From an optimization exercise on the open Yosys and OpenROAD flow, aimed at small area, a short achievable clock period and few clock cycles; shortcuts taken in it are not production practice.
Function was checked by simulation only, so behaviour that the tests miss may differ from the original.
Power and IR drop assume default switching activity.

`design/flow/config.mk`:
```
export PLATFORM = sky130hd
export DESIGN_NAME = ucrv32
export DESIGN_NICKNAME = ucrv32
export VERILOG_FILES = /design/flow/design.v
export SDC_FILE = /design/flow/constraint.sdc
export NUM_CORES = 4
export LEC_CHECK = 0
export CAP_MARGIN = 20
export CORE_MARGIN = 2
export CORE_UTILIZATION = 30
export PLACE_DENSITY = 0.42
export SLEW_MARGIN = 20
```
`design/flow/constraint.sdc`:
```
create_clock -name core_clock -period 25.0 [get_ports {clk}]
set_input_delay 5.0000 -clock core_clock [delete_from_list [all_inputs] [get_ports {clk}]]
set_output_delay 5.0000 -clock core_clock [all_outputs]
set_load 0.01 [all_outputs]
```
`design/flow/design.v`:
```
module shifter32 (
  input  [31:0] a,
  input  [4:0]  sh,
  input         left,
  input         arith,
  output [31:0] y
);
  function [31:0] rev;
    input [31:0] x;
    integer k;
    begin
      for (k = 0; k < 32; k = k + 1) rev[k] = x[31-k];
    end
  endfunction
  wire [31:0] x = left ? rev(a) : a;
  wire fill = arith & a[31] & ~left;
  wire [31:0] r = $signed({fill, x}) >>> sh;
  assign y = left ? rev(r) : r;
endmodule
module vmac (
  input             clk,
  input      [63:0] a,
  input      [63:0] b,
  input             nxt_pk,
  input      [1:0]  nxt_pksub,   
  input             nxt_mac,     
  input             nxt_m16,     
  input             nxt_m32,     
  input      [1:0]  nxt_pass,
  input             pv,          
  output     [31:0] lo_next,
  output     [31:0] hi_next
);
  reg        pk, mac, m16, m32;
  reg  [1:0] pksub, pass;
  reg  [3:0] asel;             
  reg  [1:0] bsel [0:3];
  reg  [3:0] sa, sb;
  always @(posedge clk) begin
    pk <= nxt_pk; pksub <= nxt_pksub; mac <= nxt_mac; m16 <= nxt_m16; m32 <= nxt_m32;
    pass <= nxt_pass;
  end
  wire n_m8 = ~nxt_m16 & ~nxt_m32;
  wire n_m16mac = nxt_m16 & nxt_mac, n_m16mul = nxt_m16 & ~nxt_mac;
  wire n_p0 = nxt_pass == 2'd0, n_p1 = nxt_pass == 2'd1, n_p2 = nxt_pass == 2'd2;
  always @(posedge clk) begin
    asel[0] <= n_m16mul & n_p1;                    
    asel[1] <= 1'b0;
    asel[2] <= (nxt_m32 & n_p1) | (n_m16mul & n_p0);  
    asel[3] <= nxt_m32 & n_p1;                     
    bsel[0] <= ((n_m16mac & n_p1) | (nxt_m32 & n_p1) | (n_m16mul & n_p0)) ? 2'd1 :
               ((nxt_m32 & n_p2) | (n_m16mul & n_p1)) ? 2'd3 : 2'd0;
    bsel[1] <= ((n_m16mac & n_p1) | (nxt_m32 & n_p1) | (n_m16mul & n_p0)) ? 2'd0 :
               (nxt_m32 & n_p2) ? 2'd2 : 2'd1;
    bsel[2] <= (n_m16mac & n_p1) ? 2'd3 : ((nxt_m32 & n_p0) | (n_m16mul & n_p0)) ? 2'd0 : 2'd2;
    bsel[3] <= (n_m16mac & n_p1) ? 2'd2 : (nxt_m32 & n_p0) ? 2'd0 : (nxt_m32 & n_p1) ? 2'd1 :
               (n_m16mul & n_p1) ? 2'd2 : 2'd3;
    sa <= n_m8 ? 4'b1111 : n_m16mac ? 4'b1010 : 4'b0000;
    sb <= n_m8 ? 4'b1111 : n_m16mac ? (n_p0 ? 4'b1010 : 4'b0101) : 4'b0000;
  end
  wire m8 = ~m16 & ~m32;
  wire m16mac = m16 & mac, m16mul = m16 & ~mac;
  wire p0 = pass == 2'd0, p1 = pass == 2'd1;
  reg  [16:0] P [0:7];
  reg  [3:0]  sh [0:7];        
  reg  [1:0]  ext [0:7];       
  reg  [7:0]  en;
  reg         r_mac, r_first, r_keep;
  reg  [31:0] R_lo, R_hi;
  always @(posedge clk) begin
    r_mac   <= mac;
    r_first <= pv & p0;
    r_keep  <= pv & m16mul & p1;
  end
  wire [31:0] X [0:7];
  genvar m;
  generate
    for (m = 0; m < 8; m = m + 1) begin : slot
      localparam integer S = m % 4;
      localparam integer H = m / 4;
      wire [31:0] ah = H ? a[63:32] : a[31:0];
      wire [31:0] bh = H ? b[63:32] : b[31:0];
      wire [7:0] av;
      if (S == 0)      begin : a0 assign av = asel[0] ? ah[23:16] : ah[7:0];   end
      else if (S == 1) begin : a1 assign av = ah[15:8];                         end
      else if (S == 2) begin : a2 assign av = asel[2] ? ah[7:0]   : ah[23:16]; end
      else             begin : a3 assign av = asel[3] ? ah[23:16] : ah[31:24]; end
      wire [7:0] bv = bh[8*bsel[S] +: 8];
      wire signed [8:0] as9 = {sa[S] & av[7], av};
      wire signed [8:0] bs9 = {sb[S] & bv[7], bv};
      wire signed [17:0] prod = as9 * bs9;
      reg [1:0] n_sh;
      reg [1:0] n_ext;
      reg       n_en;
      always @(*) begin
        n_sh = 2'd0; n_ext = 2'd0; n_en = 1'b1;
        if (pk) begin
          n_en = (H == 0);
          if (pksub == 2'd1) begin
            n_en = (H == 0) && (S < 2); n_ext = 2'd2; n_sh = (S == 1) ? 2'd2 : 2'd0;
          end else if (pksub == 2'd3) begin
            n_en = (H == 0) && (S >= 2); n_ext = 2'd2; n_sh = (S == 3) ? 2'd2 : 2'd0;
          end
        end else if (m8) begin
          if (!mac) begin n_ext = 2'd1; n_sh = S; end
        end else if (m16mac) begin
          n_sh = p0 ? (((S % 2) == 1) ? 2'd2 : 2'd0) : 2'd1;
        end else if (m16mul) begin
          if (p0) begin
            case (S)
              0: begin n_sh = 2'd1; n_ext = 2'd1; end
              1: begin n_sh = 2'd1; n_ext = 2'd1; end
              2: begin n_sh = 2'd0; n_ext = 2'd2; end
              default: n_en = 1'b0;
            endcase
          end else begin
            case (S)
              0: begin n_sh = 2'd3; n_ext = 2'd1; end
              1: n_en = 1'b0;
              2: begin n_sh = 2'd2; n_ext = 2'd2; end
              default: begin n_sh = 2'd3; n_ext = 2'd1; end
            endcase
          end
        end else begin  
          if (p0)
            n_sh = (S == 0) ? 2'd0 : (S == 3) ? 2'd3 : 2'd2;
          else if (p1)
            n_sh = (S < 2) ? 2'd1 : (S == 2) ? 2'd2 : 2'd3;
          else begin
            n_sh = 2'd3; n_en = (S < 2);
          end
        end
      end
      always @(posedge clk) begin
        P[m]   <= prod[16:0];
        sh[m]  <= 4'd1 << n_sh;
        ext[m] <= n_ext;
        en[m]  <= n_en & pv;
      end
      wire [16:0] pv17 = P[m];
      wire [31:0] v = (ext[m] == 2'd1) ? {24'd0, pv17[7:0]} :
                      (ext[m] == 2'd2) ? {16'd0, pv17[15:0]} :
                      {{15{pv17[16]}}, pv17};
      wire [31:0] vs = ({32{sh[m][0]}} & v) | ({32{sh[m][1]}} & {v[23:0], 8'd0}) |
                       ({32{sh[m][2]}} & {v[15:0], 16'd0}) | ({32{sh[m][3]}} & {v[7:0], 24'd0});
      assign X[m] = en[m] ? vs : 32'd0;
    end
  endgenerate
  wire [31:0] x4l = r_mac ? X[4] : 32'd0, x5l = r_mac ? X[5] : 32'd0;
  wire [31:0] x6l = r_mac ? X[6] : 32'd0, x7l = r_mac ? X[7] : 32'd0;
  wire [31:0] x4h = r_mac ? 32'd0 : X[4], x5h = r_mac ? 32'd0 : X[5];
  wire [31:0] x6h = r_mac ? 32'd0 : X[6], x7h = r_mac ? 32'd0 : X[7];
  wire [31:0] rlo_in = r_first ? 32'd0 : r_keep ? {16'd0, R_lo[15:0]} : R_lo;
  wire [31:0] rhi_in = r_first ? 32'd0 : r_keep ? {16'd0, R_hi[15:0]} : R_hi;
  assign lo_next = rlo_in + X[0] + X[1] + X[2] + X[3] + x4l + x5l + x6l + x7l;
  assign hi_next = rhi_in + x4h + x5h + x6h + x7h;
  always @(posedge clk) begin
    R_lo <= lo_next;
    R_hi <= hi_next;
  end
endmodule
module valu (
  input  [63:0] a,
  input  [63:0] b,
  input  [1:0]  sew,    
  input         sub,
  output [63:0] y
);
  wire [71:0] xa, xb;
  genvar i;
  generate
    for (i = 0; i < 8; i = i + 1) begin : g
      wire start;
      if (i == 0) begin : s0
        assign start = 1'b1;
      end else if (i == 4) begin : s4
        assign start = 1'b1;
      end else if (i % 2 == 0) begin : se
        assign start = (sew == 2'd0) | (sew == 2'd1);
      end else begin : so
        assign start = (sew == 2'd0);
      end
      assign xa[9*i]   = start ? sub : 1'b1;
      assign xb[9*i]   = start ? sub : 1'b0;
      assign xa[9*i+8:9*i+1] = a[8*i+7:8*i];
      assign xb[9*i+8:9*i+1] = b[8*i+7:8*i] ^ {8{sub}};
    end
  endgenerate
  wire [71:0] s = xa + xb;
  generate
    for (i = 0; i < 8; i = i + 1) begin : o
      assign y[8*i+7:8*i] = s[9*i+8:9*i+1];
    end
  endgenerate
endmodule
module xreg_file (
  input clk,
  input we,
  input [4:0] wa,
  input [31:0] wd,
  input [31:0] sel1, sel2,
  output reg [31:0] rd1, rd2
);
  reg [31:0] r [1:31];
  integer i;
  always @(*) begin
    rd1 = 32'd0; rd2 = 32'd0;
    for (i = 1; i < 32; i = i + 1) begin
      rd1 = rd1 | ({32{sel1[i]}} & r[i]);
      rd2 = rd2 | ({32{sel2[i]}} & r[i]);
    end
  end
  genvar k;
  generate
    for (k = 1; k < 32; k = k + 1) begin : w
      always @(posedge clk)
        if (we && wa == k) r[k] <= wd;
    end
  endgenerate
endmodule
module vreg_file (
  input clk,
  input we,
  input [4:0] wa,
  input [63:0] wd,
  input [31:0] sel1, sel2,
  output reg [63:0] rd1, rd2
);
  reg [63:0] r [1:31];
  integer i;
  always @(*) begin
    rd1 = 64'd0; rd2 = 64'd0;
    for (i = 1; i < 32; i = i + 1) begin
      rd1 = rd1 | ({64{sel1[i]}} & r[i]);
      rd2 = rd2 | ({64{sel2[i]}} & r[i]);
    end
  end
  genvar k;
  generate
    for (k = 1; k < 32; k = k + 1) begin : w
      always @(posedge clk)
        if (we && wa == k) r[k] <= wd;
    end
  endgenerate
endmodule
module ucrv32 (
  input clk, resetn,
  output [31:0] imem_addr,
  input  [31:0] imem_rdata,
  output wire [31:0] dmem_req_addr,
  output wire [31:0] dmem_req_wdata,
  output wire [3:0]  dmem_req_wmask,
  output wire        dmem_req_write,
  output wire        dmem_req_valid,
  input  wire        dmem_req_ready,
  input              dmem_resp_valid,
  output wire        dmem_resp_ready,
  input       [31:0] dmem_resp_rdata,
  output wire ebreak_hit,
  output [31:0] trace_pc,
  output [31:0] trace_insn
);
  reg  [29:0] fa, ap;
  reg         av;
  reg  [31:0] q0_i, q1_i;
  reg  [29:0] q0_pc, q1_pc;
  reg         q0_v, q1_v;
  wire        d_go;
  wire        ex_flush;
  wire [29:0] ex_tgt_pc;
  wire        d_flush;
  wire [29:0] d_tgt;
  assign imem_addr = {fa, 2'b00};
  wire drop = av & ~d_go & q0_v & q1_v;
  reg rst_n;
  always @(posedge clk) rst_n <= resetn;
  wire q_shift = d_go & q1_v;                        
  wire q0_ld_arr = (d_go & ~q1_v) | (~d_go & ~q0_v);  
  wire q1_ld_arr = (d_go & q1_v) | (~d_go & q0_v & ~q1_v);
  always @(posedge clk) begin
    ap <= fa;
    if (q_shift) begin q0_i <= q1_i; q0_pc <= q1_pc; end
    else if (q0_ld_arr) begin q0_i <= imem_rdata; q0_pc <= ap; end
    if (q1_ld_arr) begin q1_i <= imem_rdata; q1_pc <= ap; end
    if (!rst_n) begin
      fa <= 30'd0; av <= 1'b0; q0_v <= 1'b0; q1_v <= 1'b0;
    end else begin
      if (ex_flush)      begin fa <= ex_tgt_pc; av <= 1'b0; end
      else if (d_flush)  begin fa <= d_tgt;     av <= 1'b0; end
      else if (drop)     begin fa <= ap;        av <= 1'b0; end
      else               begin fa <= fa + 30'd1; av <= 1'b1; end
      if (ex_flush | d_flush) begin
        q0_v <= 1'b0; q1_v <= 1'b0;
      end else if (d_go) begin
        q0_v <= q1_v | av;
        q1_v <= q1_v & av;
      end else if (!q0_v) begin
        q0_v <= av;
      end else if (!q1_v) begin
        q1_v <= av;
      end
    end
  end
  wire [31:0] ir  = q0_i;
  wire [6:0]  opc = ir[6:0];
  wire [2:0]  f3  = ir[14:12];
  wire [4:0]  rd  = ir[11:7];
  wire [4:0]  rs1 = ir[19:15];
  wire [4:0]  rs2 = ir[24:20];
  wire o_lui   = opc == 7'b0110111;
  wire o_auipc = opc == 7'b0010111;
  wire o_jal   = opc == 7'b1101111;
  wire o_jalr  = opc == 7'b1100111;
  wire o_br    = opc == 7'b1100011;
  wire o_ld    = opc == 7'b0000011;
  wire o_st    = opc == 7'b0100011;
  wire o_opi   = opc == 7'b0010011;
  wire o_op    = opc == 7'b0110011;
  wire o_sys   = opc == 7'b1110011;
  wire o_cu    = opc == 7'b1011011;
  wire o_ctr   = o_cu & (f3 == 3'b000);
  wire o_pk    = o_cu & (f3 == 3'b001);
  wire o_vec   = o_cu & (f3 == 3'b010);
  wire [4:0] vop = ir[29:25];
  wire v_add = o_vec & (vop == 5'd0);
  wire v_sub = o_vec & (vop == 5'd1);
  wire v_mul = o_vec & (vop == 5'd2);
  wire v_mac = o_vec & (vop == 5'd3);
  wire v_ld  = o_vec & (vop == 5'd4);
  wire v_st  = o_vec & (vop == 5'd5);
  wire pk_add = o_pk & (ir[26:25] == 2'd0);
  wire pk_mul = o_pk & (ir[26:25] != 2'd0);
  wire ctr_wr = o_ctr & ir[31];
  wire ebrk   = o_sys & (f3 == 3'b000);
  wire d_mul   = pk_mul | v_mul | v_mac;
  wire d_alu   = o_lui | o_auipc | o_opi | o_op;
  wire d_ws    = (d_alu | o_jal | o_jalr | (o_ctr & ~ir[31]) | o_pk | v_mac) & (rd != 5'd0);
  wire d_wv    = (v_add | v_sub | v_mul) & (rd != 5'd0);
  wire d_lds   = o_ld & (rd != 5'd0);
  wire d_ldv   = v_ld & (rd != 5'd0);
  wire a_x = o_jalr | o_br | o_ld | o_st | o_opi | o_op | ctr_wr | o_pk | v_ld | v_st;
  wire a_v = v_add | v_sub | v_mul | v_mac;
  wire b_x = o_br | o_st | o_op | o_pk;
  wire b_v = v_add | v_sub | v_mul | v_mac | v_st;
  wire [31:0] imm_i = {{20{ir[31]}}, ir[31:20]};
  wire [31:0] imm_u = {ir[31:12], 12'd0};
  wire [31:0] imm_b = {{19{ir[31]}}, ir[31], ir[7], ir[30:25], ir[11:8], 1'b0};
  wire [31:0] imm_j = {{11{ir[31]}}, ir[31], ir[19:12], ir[20], ir[30:21], 1'b0};
  assign d_tgt = q0_pc + (o_jal ? imm_j[31:2] : imm_b[31:2]);
  wire        xw_we;  wire [4:0] xw_a;  wire [31:0] xw_d;
  wire        vw_we;  wire [4:0] vw_a;  wire [63:0] vw_d;
  wire [31:0] xr1_rf, xr2_rf;
  wire [63:0] vr1_rf, vr2_rf;
  wire [31:0] sel1 = 32'd1 << rs1;
  wire [31:0] sel2 = 32'd1 << rs2;
  xreg_file xrf (.clk(clk), .we(xw_we), .wa(xw_a), .wd(xw_d),
                 .sel1(sel1), .sel2(sel2), .rd1(xr1_rf), .rd2(xr2_rf));
  vreg_file vrf (.clk(clk), .we(vw_we), .wa(vw_a), .wd(vw_d),
                 .sel1(sel1), .sel2(sel2), .rd1(vr1_rf), .rd2(vr2_rf));
  reg        wb_we;  reg [4:0] wb_rd;  reg [31:0] wb_d;
  reg        vwb_we; reg [4:0] vwb_rd; reg [63:0] vwb_d;
  wire [31:0] xr1 = (wb_we && wb_rd == rs1) ? wb_d : xr1_rf;
  wire [31:0] xr2 = (wb_we && wb_rd == rs2) ? wb_d : xr2_rf;
  wire [63:0] vr1 = (vwb_we && vwb_rd == rs1) ? vwb_d : vr1_rf;
  wire [63:0] vr2 = (vwb_we && vwb_rd == rs2) ? vwb_d : vr2_rf;
  reg         ex_v;
  reg  [31:0] ex_i;
  reg  [29:0] ex_pc;
  reg  [63:0] A, B;
  reg  [11:0] ex_simm;
  reg  [29:0] ex_tgt;
  reg         fA_s, fA_v, fB_s, fB_v;
  reg         ex_alu, ex_jal, ex_jalr, ex_br, ex_ld, ex_st, ex_vld, ex_vst;
  reg         ex_ctr, ex_pkadd, ex_vas, ex_mul, ex_ebrk;
  reg         ex_ws, ex_wv, ex_lds, ex_ldv;
  reg  [2:0]  ex_f3a;       
  reg         ex_asub, ex_aar;
  reg         ex_mpk, ex_mmac, ex_m16, ex_m32;
  reg  [1:0]  ex_mpksub;
  reg  [1:0]  mcnt;
  reg         mrep;         
  wire [4:0]  ex_rd = ex_i[11:7];
  reg         lu_out;        
  reg         c_vec, c_hi, c_slot;
  reg  [4:0]  c_rd;
  reg  [2:0]  c_f3;
  reg  [1:0]  c_off;
  reg         n_vec, n_slot;
  reg  [4:0]  n_rd;
  reg  [2:0]  n_f3;
  reg  [1:0]  n_off;
  reg  [1:0]  o_v, ow_vec;
  reg  [4:0]  o_rd0, o_rd1;
  reg         ns;
  reg  [31:0] raw;
  reg         raw_v;
  reg         rt_vec, rt_hi, rt_slot;
  reg  [4:0]  rt_rd;
  reg  [2:0]  rt_f3;
  reg  [1:0]  rt_off;
  reg  [31:0] lu_lo;
  wire lu_wait_lo = lu_out & c_vec & ~c_hi;
  wire lu_sw0 = raw_v & ~rt_vec & (rt_rd != 5'd0);
  wire lu_vw0 = raw_v & rt_vec & rt_hi & (rt_rd != 5'd0);
  reg  t_v, t_ws, t_wv;
  reg  [4:0] t_rd;
  wire lu_hold = (lu_sw0 & t_v & t_ws) | (lu_vw0 & t_v & t_wv);
  wire lu_sw = lu_sw0 & ~lu_hold;
  wire lu_vw = lu_vw0 & ~lu_hold;
  wire lu_fin = raw_v & (~rt_vec | rt_hi) & ~lu_hold;
  reg         m_v, m_w;
  reg  [29:0] m_addr;
  reg  [31:0] m_wdata;
  reg  [3:0]  m_wmask;
  reg         m_hp;           
  reg         m_q;            
  reg  [31:0] m_hdata;
  wire ws_now = (ex_v & ex_ws & ~ex_mul) | (t_v & t_ws);
  wire wv_now = (ex_v & ex_wv & ~ex_mul) | (t_v & t_wv);
  wire [4:0] ws_rd = (t_v & t_ws) ? t_rd : ex_rd;
  wire [4:0] wv_rd = (t_v & t_wv) ? t_rd : ex_rd;
  wire dfA_s = a_x & ws_now & (ws_rd == rs1);
  wire dfA_v = a_v & wv_now & (wv_rd == rs1);
  wire dfB_s = b_x & ws_now & (ws_rd == rs2);
  wire dfB_v = b_v & wv_now & (wv_rd == rs2);
  wire mex_s = ex_v & ex_mul & ex_ws, mex_v = ex_v & ex_mul & ex_wv;
  wire haz_mex = (a_x & mex_s & (ex_rd == rs1)) | (b_x & mex_s & (ex_rd == rs2)) |
                 (a_v & mex_v & (ex_rd == rs1)) | (b_v & mex_v & (ex_rd == rs2));
  wire haz_mul = haz_mex | (d_mul & (dfA_s | dfA_v | dfB_s | dfB_v));
  wire o0s = o_v[0] & ~ow_vec[0], o1s = o_v[1] & ~ow_vec[1];
  wire o0v = o_v[0] &  ow_vec[0], o1v = o_v[1] &  ow_vec[1];
  wire own_s1 = (o0s & (o_rd0 == rs1)) | (o1s & (o_rd1 == rs1)) | (ex_v & ex_lds & (ex_rd == rs1));
  wire own_s2 = (o0s & (o_rd0 == rs2)) | (o1s & (o_rd1 == rs2)) | (ex_v & ex_lds & (ex_rd == rs2));
  wire own_sd = (o0s & (o_rd0 == rd))  | (o1s & (o_rd1 == rd))  | (ex_v & ex_lds & (ex_rd == rd));
  wire own_v1 = (o0v & (o_rd0 == rs1)) | (o1v & (o_rd1 == rs1)) | (ex_v & ex_ldv & (ex_rd == rs1));
  wire own_v2 = (o0v & (o_rd0 == rs2)) | (o1v & (o_rd1 == rs2)) | (ex_v & ex_ldv & (ex_rd == rs2));
  wire own_vd = (o0v & (o_rd0 == rd))  | (o1v & (o_rd1 == rd))  | (ex_v & ex_ldv & (ex_rd == rd));
  wire haz_lu = (a_x & own_s1) | (b_x & own_s2) | ((d_ws | d_lds) & own_sd) |
                (a_v & own_v1) | (b_v & own_v2) | ((d_wv | d_ldv) & own_vd);
  wire ex_done;
  wire d_stall = (ex_v & ~ex_done) | haz_lu | haz_mul;
  assign d_go    = q0_v & ~d_stall;
  assign d_flush = d_go & o_jal;
  wire [63:0] Af = fA_s ? {A[63:32], wb_d} : fA_v ? vwb_d : A;
  wire [63:0] Bf = fB_s ? {B[63:32], wb_d} : fB_v ? vwb_d : B;
  wire ex_mem  = ex_ld | ex_st | ex_vld | ex_vst;
  wire ex_subop = ex_br | (ex_alu & (ex_asub | ex_f3a == 3'b010 | ex_f3a == 3'b011));
  wire [31:0] opb = ex_mem ? {{20{ex_simm[11]}}, ex_simm} : (ex_subop ? ~Bf[31:0] : Bf[31:0]);
  wire [32:0] sum = {1'b0, Af[31:0]} + {1'b0, opb} + {32'd0, ex_subop};
  wire [31:0] s32 = sum[31:0];
  wire lt  = (Af[31] ^ Bf[31]) ? Af[31] : s32[31];
  wire ltu = ~sum[32];
  wire eq  = Af[31:0] == Bf[31:0];
  wire [31:0] shres;
  shifter32 shf (.a(Af[31:0]), .sh(Bf[4:0]), .left(ex_f3a == 3'b001), .arith(ex_aar), .y(shres));
  reg [31:0] alu;
  always @(*) begin
    case (ex_f3a)
      3'b000: alu = s32;
      3'b001: alu = shres;
      3'b010: alu = {31'd0, lt};
      3'b011: alu = {31'd0, ltu};
      3'b100: alu = Af[31:0] ^ Bf[31:0];
      3'b101: alu = shres;
      3'b110: alu = Af[31:0] | Bf[31:0];
      default: alu = Af[31:0] & Bf[31:0];
    endcase
  end
  reg taken;
  always @(*) begin
    case (ex_i[14:12])
      3'b000: taken = eq;
      3'b001: taken = ~eq;
      3'b100: taken = lt;
      3'b101: taken = ~lt;
      3'b110: taken = ltu;
      default: taken = ~ltu;
    endcase
  end
  wire [63:0] vsum;
  valu va (.a(Af), .b(Bf), .sew(ex_pkadd ? 2'd0 : ex_i[31:30]), .sub(ex_i[25] & ~ex_pkadd), .y(vsum));
  wire [31:0] mlo, mhi;
  wire [1:0]  mlastp = ex_m32 ? 2'd2 : ex_m16 ? 2'd1 : 2'd0;
  wire        mlast = (mcnt == mlastp);
  wire [1:0] mcnt_next = d_go ? 2'd0 : (ex_v & ex_mul & ~mlast) ? mcnt + 2'd1 : mcnt;
  wire d_mac = v_mac | (o_pk & (ir[26:25] == 2'd2));
  wire d_m16 = o_vec & (ir[31:30] == 2'd1);
  wire d_m32 = o_vec & (ir[31:30] == 2'd2);
  vmac mu (.clk(clk), .a(A), .b(B),
           .nxt_pk(d_go ? o_pk : ex_mpk), .nxt_pksub(d_go ? ir[26:25] : ex_mpksub),
           .nxt_mac(d_go ? d_mac : ex_mmac), .nxt_m16(d_go ? d_m16 : ex_m16),
           .nxt_m32(d_go ? d_m32 : ex_m32), .nxt_pass(mcnt_next),
           .pv(ex_v & ex_mul & ~mrep), .lo_next(mlo), .hi_next(mhi));
  reg [31:0] icnt, lcnt, scnt;
  wire [31:0] ctrv = (ex_i[21:20] == 2'd2) ? lcnt : (ex_i[21:20] == 2'd3) ? scnt : icnt;
  wire [31:0] link = {ex_pc + 30'd1, 2'b00};
  wire [31:0] res_s = ex_alu ? alu : (ex_jal | ex_jalr) ? link : ex_ctr ? ctrv : vsum[31:0];
  wire [63:0] res_v = vsum;
  wire port_blk = (ex_ws & ~ex_mul & (lu_sw0 | (t_v & t_ws))) |
                  (ex_wv & ~ex_mul & (lu_vw0 | (t_v & t_wv))) |
                  (ex_mul & lu_hold);
  wire ld_ok = ~lu_wait_lo & ~m_hp & ~m_q;
  wire st_ok = ~lu_wait_lo & ~m_hp & ~m_q;
  reg  ex_ok;
  always @(*) begin
    if (ex_mul)               ex_ok = mlast;
    else if (ex_ld | ex_vld)  ex_ok = ld_ok;
    else if (ex_st | ex_vst)  ex_ok = st_ok;
    else if (ex_ebrk)         ex_ok = 1'b0;
    else                      ex_ok = 1'b1;
  end
  assign ex_done = ex_v & ex_ok & ~port_blk;
  wire   ex_free = ~ex_v | ex_done;      
  assign ex_flush  = ex_done & (ex_jalr | (ex_br & taken));
  assign ex_tgt_pc = ex_jalr ? s32[31:2] : ex_tgt;
  always @(posedge clk) begin
    if (!rst_n) begin
      ex_v <= 1'b0;
    end else if (d_go) begin
      ex_v <= ~ex_flush;
    end else if (ex_done) begin
      ex_v <= 1'b0;
    end
    if (ex_free) begin
      ex_i   <= ir;
      ex_pc  <= q0_pc;
      A[31:0] <= o_lui ? 32'd0 : o_auipc ? {q0_pc, 2'b00} : a_v ? vr1[31:0] : xr1;
      A[63:32] <= vr1[63:32];
      B[31:0] <= b_v ? vr2[31:0] : b_x ? xr2 : (o_lui | o_auipc) ? imm_u : imm_i;
      B[63:32] <= vr2[63:32];
      ex_simm <= o_st ? {ir[31:25], ir[11:7]} : o_ld ? ir[31:20] : 12'd0;
      ex_tgt  <= d_tgt;
      fA_s <= dfA_s; fA_v <= dfA_v; fB_s <= dfB_s; fB_v <= dfB_v;
      ex_alu <= d_alu; ex_jal <= o_jal; ex_jalr <= o_jalr; ex_br <= o_br;
      ex_ld <= o_ld; ex_st <= o_st; ex_vld <= v_ld; ex_vst <= v_st;
      ex_ctr <= o_ctr; ex_pkadd <= pk_add; ex_vas <= v_add | v_sub; ex_mul <= d_mul;
      ex_ebrk <= ebrk;
      ex_ws <= d_ws; ex_wv <= d_wv; ex_lds <= d_lds; ex_ldv <= d_ldv;
      ex_f3a  <= (o_lui | o_auipc) ? 3'b000 : f3;
      ex_asub <= o_op & ir[30] & (f3 == 3'b000);
      ex_aar  <= ir[30];
      ex_mpk  <= o_pk;
      ex_mpksub <= ir[26:25];
      ex_mmac <= d_mac;
      ex_m16  <= d_m16;
      ex_m32  <= d_m32;
    end else begin
      A <= Af; B <= Bf;
      fA_s <= 1'b0; fA_v <= 1'b0; fB_s <= 1'b0; fB_v <= 1'b0;
    end
    if (d_go) begin
      mcnt <= 2'd0;
      mrep <= 1'b0;
    end else begin
      mrep <= ex_v & ex_mul & mlast & ~ex_done;
      if (ex_v & ex_mul & ~mlast) mcnt <= mcnt + 2'd1;
    end
  end
  always @(posedge clk) begin
    if (!rst_n) begin
      icnt <= 32'd0; lcnt <= 32'd0; scnt <= 32'd0;
    end else if (ex_done) begin
      if (ex_ctr & ex_i[31] & (ex_i[21:20] == 2'd1)) icnt <= Af[31:0] + 32'd1;
      else icnt <= icnt + 32'd1;
      if (ex_ctr & ex_i[31] & (ex_i[21:20] == 2'd2)) lcnt <= Af[31:0];
      else if (ex_ld) lcnt <= lcnt + 32'd1;
      if (ex_ctr & ex_i[31] & (ex_i[21:20] == 2'd3)) scnt <= Af[31:0];
      else if (ex_st) scnt <= scnt + 32'd1;
    end
  end
  wire [31:0] ldat;
  always @(posedge clk) begin
    if (t_v & t_ws) begin wb_rd <= t_rd; wb_d <= mlo; end
    else if (lu_sw) begin wb_rd <= rt_rd; wb_d <= ldat; end
    else if (ex_done & ex_ws & ~ex_mul) begin wb_rd <= ex_rd; wb_d <= res_s; end
    if (t_v & t_wv) begin vwb_rd <= t_rd; vwb_d <= {mhi, mlo}; end
    else if (lu_vw) begin vwb_rd <= rt_rd; vwb_d <= {raw, lu_lo}; end
    else if (ex_done & ex_wv & ~ex_mul) begin vwb_rd <= ex_rd; vwb_d <= res_v; end
    t_ws <= ex_ws; t_wv <= ex_wv; t_rd <= ex_rd;
    if (!rst_n) begin
      wb_we <= 1'b0; vwb_we <= 1'b0; t_v <= 1'b0;
    end else begin
      t_v <= ex_done & ex_mul;
      wb_we  <= (t_v & t_ws) | lu_sw | (ex_done & ex_ws & ~ex_mul);
      vwb_we <= (t_v & t_wv) | lu_vw | (ex_done & ex_wv & ~ex_mul);
    end
  end
  wire [31:0] rsh = raw >> {rt_off, 3'b000};
  reg  [31:0] ldx;
  assign ldat = ldx;
  always @(*) begin
    case (rt_f3)
      3'b000:  ldx = {{24{rsh[7]}}, rsh[7:0]};
      3'b001:  ldx = {{16{rsh[15]}}, rsh[15:0]};
      3'b100:  ldx = {24'd0, rsh[7:0]};
      3'b101:  ldx = {16'd0, rsh[15:0]};
      default: ldx = raw;
    endcase
  end
  assign xw_we = wb_we;
  assign xw_a  = wb_rd;
  assign xw_d  = wb_d;
  assign vw_we = vwb_we;
  assign vw_a  = vwb_rd;
  assign vw_d  = vwb_d;
  wire ex_mem_issue = ex_done & ex_mem;
  wire lu_issue     = ex_done & (ex_ld | ex_vld);
  wire rd_issue = lu_issue;                       
  wire rd_now   = rd_issue & (~lu_out | dmem_resp_valid);   
  always @(posedge clk) begin
    if (!lu_hold) begin
      raw    <= dmem_resp_rdata;
      raw_v  <= rst_n & dmem_resp_valid;
      rt_vec <= c_vec; rt_hi <= c_hi; rt_rd <= c_rd; rt_f3 <= c_f3; rt_off <= c_off; rt_slot <= c_slot;
    end else if (!rst_n) raw_v <= 1'b0;
    if (raw_v & rt_vec & ~rt_hi) lu_lo <= raw;
    if (lu_wait_lo) begin
      m_w <= 1'b0; m_addr[0] <= 1'b1;
    end else if (m_hp) begin
      m_w <= 1'b1; m_addr[0] <= 1'b1; m_wdata <= m_hdata; m_wmask <= 4'b1111;
    end else if (ex_mem_issue) begin
      m_w <= ex_st | ex_vst;
      m_addr <= s32[31:2];
      m_hdata <= Bf[63:32];
      if (ex_st & ex_i[13:12] == 2'b00) begin
        m_wdata <= {4{Bf[7:0]}};
        m_wmask <= 4'b0001 << s32[1:0];
      end else if (ex_st & ex_i[13:12] == 2'b01) begin
        m_wdata <= {2{Bf[15:0]}};
        m_wmask <= s32[1] ? 4'b1100 : 4'b0011;
      end else begin
        m_wdata <= Bf[31:0];
        m_wmask <= 4'b1111;
      end
    end
    if (rd_issue) begin
      if (rd_now) begin
        c_vec <= ex_vld; c_hi <= 1'b0; c_rd <= ex_rd; c_f3 <= ex_i[14:12]; c_off <= s32[1:0]; c_slot <= ns;
      end else begin
        n_vec <= ex_vld; n_rd <= ex_rd; n_f3 <= ex_i[14:12]; n_off <= s32[1:0]; n_slot <= ns;
      end
    end else if (m_q & dmem_resp_valid) begin
      c_vec <= n_vec; c_hi <= 1'b0; c_rd <= n_rd; c_f3 <= n_f3; c_off <= n_off; c_slot <= n_slot;
    end else if (lu_wait_lo & dmem_resp_valid) begin
      c_hi <= 1'b1;
    end
    if (rd_issue) begin
      if (ns) begin ow_vec[1] <= ex_vld; o_rd1 <= ex_rd; end
      else    begin ow_vec[0] <= ex_vld; o_rd0 <= ex_rd; end
    end
    if (!rst_n) begin
      m_v <= 1'b0; m_hp <= 1'b0; m_q <= 1'b0;
      lu_out <= 1'b0; o_v <= 2'b00; ns <= 1'b0;
    end else begin
      if (lu_wait_lo | m_q) begin
        m_v <= dmem_resp_valid;
        if (m_q & dmem_resp_valid) m_q <= 1'b0;
      end else if (m_hp) begin
        m_v <= 1'b1; m_hp <= 1'b0;
      end else if (ex_mem_issue) begin
        m_v  <= ~rd_issue | rd_now;
        m_q  <= rd_issue & ~rd_now;
        m_hp <= ex_vst;
      end else begin
        m_v <= 1'b0;
      end
      if (rd_now) lu_out <= 1'b1;
      else if (dmem_resp_valid & ~lu_wait_lo & ~m_q) lu_out <= 1'b0;
      if (rd_issue) ns <= ~ns;
      if (rd_issue & ~ns) o_v[0] <= (ex_rd != 5'd0);
      else if (lu_fin & ~rt_slot) o_v[0] <= 1'b0;
      if (rd_issue & ns) o_v[1] <= (ex_rd != 5'd0);
      else if (lu_fin & rt_slot) o_v[1] <= 1'b0;
    end
  end
  assign dmem_req_valid = m_v;
  assign dmem_req_write = m_w;
  assign dmem_req_addr  = {m_addr, 2'b00};
  assign dmem_req_wdata = m_wdata;
  assign dmem_req_wmask = m_wmask;
  assign dmem_resp_ready = 1'b1;
  reg ebreak_r;
  always @(posedge clk) begin
    if (!rst_n) ebreak_r <= 1'b0;
    else if (ex_v & ex_ebrk & ~m_hp) ebreak_r <= 1'b1;
  end
  assign ebreak_hit = ebreak_r;
  assign trace_pc   = {ex_pc, 2'b00};
  assign trace_insn = ex_i;
endmodule
```
`design/flow/run.sh`:
```
#!/bin/bash
# synth_recipe.tcl (not shown) runs the flow's synth.tcl, then flattens the netlist and writes it again
# the make line also repeats each setting of config.mk as NAME=value (left out here)
make -C /OpenROAD-flow-scripts/flow DESIGN_CONFIG=/design/flow/config.mk WORK_HOME=/design/flow/orfs CLKGATE_MAP_FILE= SYNTH_SCRIPT=/design/flow/synth_recipe.tcl finish
```
==> out/results.txt <==
Synthesis-to-finish area growth: 14.6%. Among all flip-flop cells after synthesis, the most frequent one is sky130_fd_sc_hd__edfxtp_1. The max-slew violation total from the final report was 0.

The total routing usage reported by global routing is 33.1%. The count of placed standard cells in the final layout, fillers left out is 30.2k. The worst-case hold slack was 0.409 ns; the maximum count of clock buffers along a single path was 4. The tools report the core footprint as 0.750 mm².

Buffers inserted during clock tree synthesis total 459. After clock tree synthesis, the flow added hold-fix buffers numbering 0. In the routed design, unresolved DRC markers number 0. The tightest min-delay check is of the register to register type. Counting flops and latches in the post-synthesis netlist gives 4116. The share of the Yosys chip area taken by registers is 52.3%. The final number of hold-violating endpoints is 0. The cell sitting at the root of the clock tree is a sky130_fd_sc_hd__clkbuf_16. In this run, post-CTS repair resized a total of 0 instances. The run gives 0.0924 µW as the leakage component of the power. Dividing the detail-routed wire length by the instance count gives 43.4 µm. The tools report the highest clock rate as 0.120 GHz. At the end of routability-driven placement, the weighted congestion stood at 0.975.

The average instance in the mapped netlist occupies 11.5 µm². After clock tree synthesis, the setup repair step added 0 buffers. The post-CTS clock slew at the launch and capture registers of the worst setup and hold paths was 0.07 ns; the overall routed net length was 1310000 µm.

In this run the remaining antenna-violating nets after routing total 0. TritonCTS built the clock tree. In this run, synthesis inferred 3546 flip-flops with an integrated enable. The ratio of final minimum period to clock period was 33.5%; the post-synth design cell area was 0.226 mm².

For the pin with the worst max-slew slack, the measured transition is 1.38 ns. Count of unique library cells instantiated by Yosys: 120. The share of the synthesized area in the top cell type was 47.2%.

Synthesis produced 19.7k cells. The delay contributed by the slowest stage of the critical path came out at 0.92 ns. Dividing total power by cell area gives a power density of 86.9 mW/mm². Die height: 871 µm. The cell repeated most along the worst path is sky130_fd_sc_hd__fa_1. Setup repair after global routing left no endpoint under its margin. The ratio of cells with drive above 1 in the final layout works out to 10.4%.

The first detailed-routing pass took 13 iterations. The clock reaches the later pin of the worst-skew pair after 1.14 ns. For the utilization after layout, the log shows 34.5%.

sky130_fd_sc_hd__edfxtp_1 takes more of the synthesized area than any other cell. The minimum period implied by the final worst setup slack was 8.36 ns; the number of design-rule violations left by the first detailed-router iteration was 37.8k. The run gives 1720000 µm as the wire length of the first global-routing pass. Initial antenna violation count: 130. The run gives 0 as the max-capacitance violation count. The run finished with no timing, DRC or antenna violations. The slowest stage of the critical path belongs to the cell sky130_fd_sc_hd__xnor2_1. The run gives 29.3k as the number of placed instances, taps included. After synthesis, the share of flip-flops with an asynchronous set or reset is 0%.

The number of H-tree branching levels came out at 5. Number of standard-cell rows in the floorplan: 318. Entering global routing, the biggest net connects 100 pins.

The worst-case vdd ir drop is 0.202 mV. STA classifies the critical path endpoint as a register. The clock drives 4116 sinks.

Along the worst path, the maximum fanout reaches 94. After legalization and detailed placement, the total HPWL measured 838000 µm. The tools report the data arrival at the endpoint of the critical path as 9.19 ns.

The initial utilization of the core area, before any placement, comes to 30.1%. The signal on the critical path passes through buf_4 -> buf_4 -> nor2b_1 -> fa_1 -> inv_1 -> fa_1 -> fa_1 -> inv_1 -> fa_1 -> ha_1 -> o21a_1 -> nor2_1 -> nor2b_1 -> a31oi_1 -> a31oi_1 -> a41oi_1 -> nand2_1 -> a21oi_1 -> xnor2_1 -> o21ai_0 -> nor3_1. Buffers placed on the I/O ports in this run total 227. The number of top-level pins is 236, and the overall via count from detail_route is 194k.

Sorting the synthesized cells by area gives the leading types as sky130_fd_sc_hd__edfxtp_1 47%, sky130_fd_sc_hd__a22oi_1 8.2%, sky130_fd_sc_hd__fa_1 7.5%, sky130_fd_sc_hd__dfxtp_1 5.1%, sky130_fd_sc_hd__nand2_1 3.4%. In this run the horizontal extent of the chip is 871 µm. The total die area is 0.759 mm².

Final instance area: 0.258 mm². The total overflow left after global routing is 0. Setup violations remaining at the end of the flow were counted as 0.

The worst-case clock skew is 0.109 ns, and the critical path data required time is 25.83 ns. The number of nets in the layout is 21.3k. In the final timing run, aggregate negative setup slack is 0 ns. During synthesis, Yosys emitted a total of 11 warnings. For the via count of the first global-routing pass, the log shows 184k. The critical path is of the register to register type. The worst setup path is launched from a register. Measured against its own limit, the worst slew margin works out to 7.43%. Summing all placed instances gives a cell area of 0.243 mm². Dividing the detail-routed via count by the number of cells gives 6.41.
==> kinds of logic after synthesis <==
family                   share of synthesized area [%]
other                                          0.00333
AO/OA/AOI/OAI                                     17.5
buffers and inverters                             3.97
flip-flops                                        52.3
adder cells (fa/ha/maj)                           10.5
XOR/XNOR                                          2.22
AND/OR/NAND/NOR                                   10.4
multiplexers                                      3.05
==> layer usage <==
layer	part of all wire (%)	routed length (µm)	GRT usage, %
met1	40	525000	45.6
met2	41	540000	47.7
met3	12	159000	8.33
met4	6.6	87200	17.7
met5	0.013	177	0.0500
==> worst paths after layout <==
| kind | start | to | slack [ns] | cells past startpoint |
|---|---|---|---|---|
| setup / recovery | mu.r_mac | wb_d[22] | 16.64 | 21 |
| hold / removal | fa[29] | ap[29] | 0.41 | 0 |
| setup reg to reg | mu.r_mac | wb_d[22] | 16.64 | 21 |
| hold reg to reg | fa[29] | ap[29] | 0.41 | 0 |
==> layout make-up <==
| cell class | instances | area, µm² |
|---|---|---|
| inverter | 1008 | 3790 |
| fill | 75100 | 491000 |
| multi-input combinational | 13200 | 100000 |
| timing repair buffer | 1023 | 8860 |
| clock inverter | 283 | 3010 |
| clock buffer | 580 | 12200 |
| antenna | 83 | 208 |
| tap | 9920 | 12400 |
| sequential | 4116 | 118000 |
==> cells in the final DEF (no fill, tap or decap), drive strengths merged, types with 193 or more instances in the layout <==
cell type | synthesis | routed
nand3 | 467 | 467
clkdlybuf4s50 | 0 | 227
nor2 | 1102 | 1102
inv | 1005 | 1020
dfxtp | 570 | 570
a22oi | 2470 | 2470
a21oi | 712 | 712
and2 | 238 | 238
clkinv | 3 | 200
nand4 | 212 | 212
clkbuf | 939 | 580
nand2 | 2028 | 2028
mux2 | 236 | 236
buf | 393 | 796
o21ai | 678 | 678
xnor2 | 419 | 419
ha | 541 | 541
a222oi | 193 | 193
nor3 | 269 | 269
fa | 844 | 844
edfxtp | 3546 | 3546
mux2i | 332 | 332
==> critical path, delay by kind of cell, from the launching register on <==
| kind | cells | cell delay, ns |
|---|---|---|
| adder cells (fa/ha/maj) | 5 | 2.17 |
| buffers and inverters | 4 | 1.58 |
| AO/OA/AOI/OAI | 6 | 1.52 |
| AND/OR/NAND/NOR | 5 | 1.25 |
| XOR/XNOR | 1 | 0.92 |
| flip-flops | 1 | 0.60 |
==> registers in the layout, indices dropped and copies added (netlist names), 64 cells and up <==
name,cells
A,64
B,64
mu.P,136
vrf.r,1984
vwb_d,64
xrf.r,992
==> through the flow <==
step	power, µW	setup slack [ns]
global placement	15400	16.79
floorplan	12600	17.96
CTS	22500	16.75
detailed placement	15400	16.82
finish	22500	16.64
global route	23400	16.27
==> Yosys cell counts (140+ instances only) <==
cell	number
sky130_fd_sc_hd__edfxtp_1	3546
sky130_fd_sc_hd__a22oi_1	2470
sky130_fd_sc_hd__nand2_1	2026
sky130_fd_sc_hd__nor2_1	1102
sky130_fd_sc_hd__inv_1	1001
sky130_fd_sc_hd__clkbuf_1	939
sky130_fd_sc_hd__fa_1	844
sky130_fd_sc_hd__a21oi_1	710
sky130_fd_sc_hd__o21ai_0	641
sky130_fd_sc_hd__dfxtp_1	570
sky130_fd_sc_hd__ha_1	541
sky130_fd_sc_hd__nand3_1	466
sky130_fd_sc_hd__xnor2_1	419
sky130_fd_sc_hd__mux2i_1	328
sky130_fd_sc_hd__buf_1	325
sky130_fd_sc_hd__nor3_1	267
sky130_fd_sc_hd__and2_1	235
sky130_fd_sc_hd__mux2_2	230
sky130_fd_sc_hd__nand4_1	211
sky130_fd_sc_hd__a222oi_1	193
sky130_fd_sc_hd__nor4_1	176
sky130_fd_sc_hd__nand2b_1	171
sky130_fd_sc_hd__a32oi_1	168
sky130_fd_sc_hd__xor2_1	151
sky130_fd_sc_hd__a31oi_1	143
sky130_fd_sc_hd__nor2b_1	143
sky130_fd_sc_hd__a221oi_1	142
sky130_fd_sc_hd__o211ai_1	140
==> report_power, final <==
part	internal [µW]	leakage [µW]	switching (µW)
Combinational	2720	0.0478	4380
Sequential	7780	0.0371	466
Clock	3960	0.00740	3160
Total	14500	0.0924	8010
Testbench counts, summed over its fixed seeds: cycles 35,576.

==> separate check: timing with driven ports <==
In the flow no input, the clock included, has a driving cell. The finished layout below was timed again as built, in two steps.
Step 1 assumes that a clkbuf_16 drives the clock port and a buf_2 every other input.
Step 2 also shifts input and output timing later by t, the mid clock arrival at the registers, as if the neighbouring blocks saw the same clock.
Slacks: ideal / step 1 / step 2; pairs: ideal / step 1.
shift t [ns]: 1.221
setup WS [ns]: 16.635 / 16.635 / 16.635
latest minus earliest clock arrival (ns): 0.119 / 0.119
worst slew at a driven data input, ns: 0.29
cell pins on the clock port's net: 1
After both steps setup and hold are still met in this run. For this run, drivers alone change the setup slack by 0.000 ns; drivers and shift together by 0.000 ns.
